From an optimization exercise on the open Yosys and OpenROAD flow, aimed at small area, a short achievable clock period and few clock cycles per item; shortcuts taken in it are not production practice.
Only simulation tests tie the RTL to the original design; equivalence was not proved.

Setup of run 1:
## exponential
module exponential(input clk, rst, start, input [15:0] x,
                   output done, output [1:0] intpart, output [15:0] fracpart);
export LEC_CHECK = 0
export CAP_MARGIN = 5
export CORE_MARGIN = 2
export CORE_UTILIZATION = 60
export SETUP_SLACK_MARGIN = 3.2
export SLEW_MARGIN = 5
create_clock -name core_clock -period 9.0 [get_ports {clk}]
run.sh (not shown) runs the stock make flow with config.mk's settings and CLKGATE_MAP_FILE= SYNTH_SCRIPT=/design/flow/synth_recipe.tcl, a recipe that flattens the netlist after the stock synthesis.
Testbench counts of run 1, summed over its fixed seeds: cycles 72,000, items 8,000.
[inputs] run 2 vs run 1
- CORE_UTILIZATION changed from 60 to 40
- SETUP_SLACK_MARGIN changed from 3.2 to 3
- SLEW_MARGIN changed from 5 to 20
- ABC_AREA newly set to 1
- CAP_MARGIN changed from 5 to 20
Results
For run 1 and run 2, there was not a single run that failed to finish clean.
Summary of run 2 over run 1: number of resized instances in the post-cts repair step shrank by 30; share of final-layout standard cells stronger than drive strength 1 shrank by 5.6 points.
[run 2] final cell utilization of the core fell 23 points relative to run 1
Per the comparison of run 2 with run 1, number of antenna violations at the first check in global routing went up 1, total number of placement rows went up 14, data arrival time of the critical path went up 40 ps, synthesized cell count went up 31%.
In the flow results for run 1 and run 2, the number of different library cells in the post-synthesis netlist is smaller on run 2.
Run 2 leaves less setup margin than run 1.
Edits applied to the flow inputs when going from run 2 to run 3:
- a deleted ABC_AREA that had been 1
- a change of CAP_MARGIN from 20 to 10
- a change of SETUP_SLACK_MARGIN from 3 to 3.3
- a change of SLEW_MARGIN from 20 to 10
- a change of CORE_UTILIZATION from 40 to 65
Results
Synthesized cell count in run 3 is 24% below run 2.
The run showing the greater xor/xnor share of the synthesized area is run 3.
Delta (run 3 minus run 2): pin slew with the least headroom to its limit moved down; detailed-route via count shows a reduction of 1993.
Summary: smallest setup slack after layout, run 3 better than run 2
From run 2 to run 3 the numbers moved as follows: count of non-filler cells in the finished layout down 29%, share of the cycle needed by the critical path after routing down 0.61 points.
Run 3 vs run 2, endpoint of the most critical setup path: u[13] vs u[2]
Run 3 ended up with sky130_fd_sc_hd__inv_1 as its most common cell after layout, fill and taps aside; run 2 ended up with sky130_fd_sc_hd__nand2_1.
Input-level comparison between run 4 and run 3:
- a change of CORE_UTILIZATION from 65 to 55
- a change of SETUP_SLACK_MARGIN from 3.3 to 3.2
[summary]
- Of the two values seen for last element of the critical path, u[13] was produced by run 3 and u[12] by run 4.
- Going from run 3 to run 4, met2 track demand over resource in global routing decreased by 6.0 points relative to the old numbers; filler cell count increased by 33% relative to the old numbers; wire length of the first global-routing pass increased by about 4% relative to the old numbers; core utilization decreased by 12 points relative to the old numbers.
Inputs modified between run 4 and run 5:
- CORE_UTILIZATION now 60, was 55
- CAP_MARGIN now 20, was 10
- SLEW_MARGIN now 20, was 10
- SETUP_SLACK_MARGIN now 3.45, was 3.2
Results
Delta (run 5 minus run 4): worst slew slack as a fraction of its limit now sits lower, total number of placement rows fell by 2.
Comparing run 5 and run 4, the lower placeable core area is on run 5.
Delta (run 5 minus run 4): die area went down 1600 µm²; detailed placer's ending HPWL went down 400 µm; number of global-route vias before repair went down 172; wire length of the first global-routing pass went down 2.0%.
Compared with run 4, the detailed router inserted more vias in run 5.
The number of cells on the critical path number comes out lower for run 4 vs run 5.
Cell area deteriorates in run 5 relative to run 4.
Input changes introduced in run 6 (baseline for comparison: run 5):
- CORE_UTILIZATION now 55, was 60
- CAP_MARGIN now 10, was 20
- SLEW_MARGIN now 10, was 20
- SETUP_SLACK_MARGIN now 3.3, was 3.45
==> run summary <==
- Compared to run 5, run 6 has least setup slack across all paths after layout 7.7 ps lower.
- Run 5 → run 6: register-to-register slack essentially unchanged; total core area has increased; area occupied by registers lost 0.75%.
- Run 6 went all the way through synthesis, placement and routing and the layout is clean on timing, DRC and antenna.
- [compare] base=run 5 new=run 6: maximum frequency neither gained nor lost much; sum of routed wire length over all layers grew by about 0.32%; die area increased by about 9% relative to the old numbers.
- Of the two values seen for worst setup path startpoint, u[1] was produced by run 6 and u[15] by run 5.

* * *

Starting RTL as in the previous note.
Settings: LEC_CHECK=0, CAP_MARGIN=20, CORE_MARGIN=2, CORE_UTILIZATION=55, SETUP_SLACK_MARGIN=3.4, SLEW_MARGIN=20; clock period 9.0 ns.
Testbench counts at the start, summed over its fixed seeds: cycles 72,000, items 8,000.
==> next run, changes <==
CORE_UTILIZATION = 60   (was 55)
SETUP_SLACK_MARGIN = 3.2   (was 3.4)
After rerunning:
- non-clock buffer count drops by 43
- worst setup slack is worse by 0.086 ns
- synthesized cell count does not change
==> next run, changes <==
CORE_UTILIZATION = 75   (was 60)
SETUP_SLACK_MARGIN = 3.4   (was 3.2)
After rerunning: Cell area rises by about 2.2%. Wire length rises by 3.7%. Synthesized area is unchanged. Die area falls by about 20%.
==> next run, changes <==
CORE_UTILIZATION = 40   (was 75)
SETUP_SLACK_MARGIN = 3   (was 3.4)
Result: The new run ran to the end with no violations; synthesized area does not change; design area shrinks by 1.8%; hold slack is about the same; register-to-register slack is worse by 0.30 ns.

* * *

v13:
Starting RTL as in the previous note.
clock: 9.0 ns
lec_check: 0
cap_margin: 20
core_margin: 2
core_utilization: 50
setup_slack_margin: 3.2
slew_margin: 20
Both conditions hold for v13: the flow ran to the end and the final layout passed the timing, DRC and antenna checks.
Testbench counts of v13, summed over its fixed seeds: cycles 72,000, items 8,000.
The following lists how v6 was set up differently from v13:
- SETUP_SLACK_MARGIN now 2.8, was 3.2
- CORE_UTILIZATION now 60, was 50
- Diff v13 -> v6 | met1 global-route usage | increase of 8.9 points
- v13 has a lower clock buffer count in the final layout than v6.
- Min core box area across v13 and v6: v6
- Of v13 and v6, the lower combined global-route utilization of all metal layers belongs to v13.
diff inputs: v6 => v3
- an added ABC_CLOCK_PERIOD_IN_PS of 4000
- a change of CORE_UTILIZATION from 60 to 40
- a change of SETUP_SLACK_MARGIN from 2.8 to 3
==> comparison <==
v3 went all the way through synthesis, placement and routing and the layout is clean on timing, DRC and antenna.
v6: flow completed, timing, DRC and antenna clean
The lower wire length of the first global-routing pass came out of v6.
Count of cells resized by post-cts repair was lower in v6 than in v3.
Re largest net degree at the start of global routing: no difference whatsoever between v3 and v6.
Cmp v3 vs v6: global-route usage lower in v3
Status: clock slew seen by the registers of the worst setup and hold paths parity (v6, v3)
| starting density of the core | lower: v3 |
Relative to v6, v3 improves setup slack after layout.
v3: area growth from synthesis to layout 2.0 points above v6
On v3: total routed wirelength is about 4% higher than what v6 gave.
For via count normalized by instance count, dividing the value from v3 by the value from v6 gives 0.933.
Setup changes, v3 to v52
- CORE_UTILIZATION now 60, was 40
- SETUP_SLACK_MARGIN now 3.2, was 3
- CELL_PAD_IN_SITES_GLOBAL_PLACEMENT now 0, previously not set
- ABC_CLOCK_PERIOD_IN_PS no longer set, was 4000
- CELL_PAD_IN_SITES_DETAIL_PLACEMENT now 0, previously not set
## What came out
[v52 vs v3] ratio of final minimum period to clock period: lower in v52. v52 -> v3: clock input transition at the sequential cells of the worst setup and hold paths flat. When the final numbers for v3 and v52 were put side by side, the count of buffering cells on the critical path with inverters included turned out to be smaller in v3. Taking v3 as the reference, in v52 wire length reported by the detailed router moved down; final number of hold-violating endpoints level; clock skew level.

static timing again, ports no longer ideal:
Ports are ideal in the flow. The routed layouts listed here were re-timed in OpenROAD.
Step 1, drivers: a clkbuf_16 drives clk and a buf_2 each remaining input, both assumed.
Step 2 moves the port delays by t, midway between the first and last clock arrival at a register: inputs arrive t later, outputs are due t later. That takes back most of the time a late clock gives input paths.
Three values: no drivers, after step 1, after step 2; two values: the first two.
run	t (ns)	setup WS [ns]	worst hold slack (ns)	worst setup path at the end	worst slew at a driven data input, ns
run 1	0.381	3.446 / 3.446 / 3.446	0.374 / 0.374 / 0.374	register to register	0.03
run 2	0.398	3.426 / 3.426 / 3.426	0.421 / 0.421 / 0.421	register to register	0.03
run 3	0.373	3.480 / 3.480 / 3.480	0.381 / 0.381 / 0.381	register to register	0.03
run 4	0.379	3.435 / 3.435 / 3.435	0.380 / 0.380 / 0.380	register to register	0.03
run 5	0.387	3.574 / 3.574 / 3.574	0.378 / 0.378 / 0.378	register to register	0.03
run 6	0.373	3.567 / 3.549 / 3.567	0.381 / 0.381 / 0.381	register to register	0.03
the first run of note 2	0.380	3.532 / 3.532 / 3.532	0.380 / 0.380 / 0.380	register to register	0.03
the second run of note 2	0.381	3.446 / 3.446 / 3.446	0.374 / 0.374 / 0.374	register to register	0.03
the third run of note 2	0.379	3.514 / 3.473 / 3.574	0.381 / 0.381 / 0.381	register to register	0.04
the fourth run of note 2	0.387	3.275 / 3.275 / 3.275	0.379 / 0.379 / 0.379	register to register	0.03
v13	0.380	3.371 / 3.371 / 3.371	0.388 / 0.388 / 0.388	register to register	0.04
v6	0.381	3.162 / 3.162 / 3.162	0.374 / 0.374 / 0.374	register to register	0.03
v3	0.387	3.275 / 3.275 / 3.275	0.379 / 0.379 / 0.379	register to register	0.03
v52	0.381	3.446 / 3.446 / 3.446	0.374 / 0.374 / 0.374	register to register	0.03
After both steps every run listed still meets setup and hold.
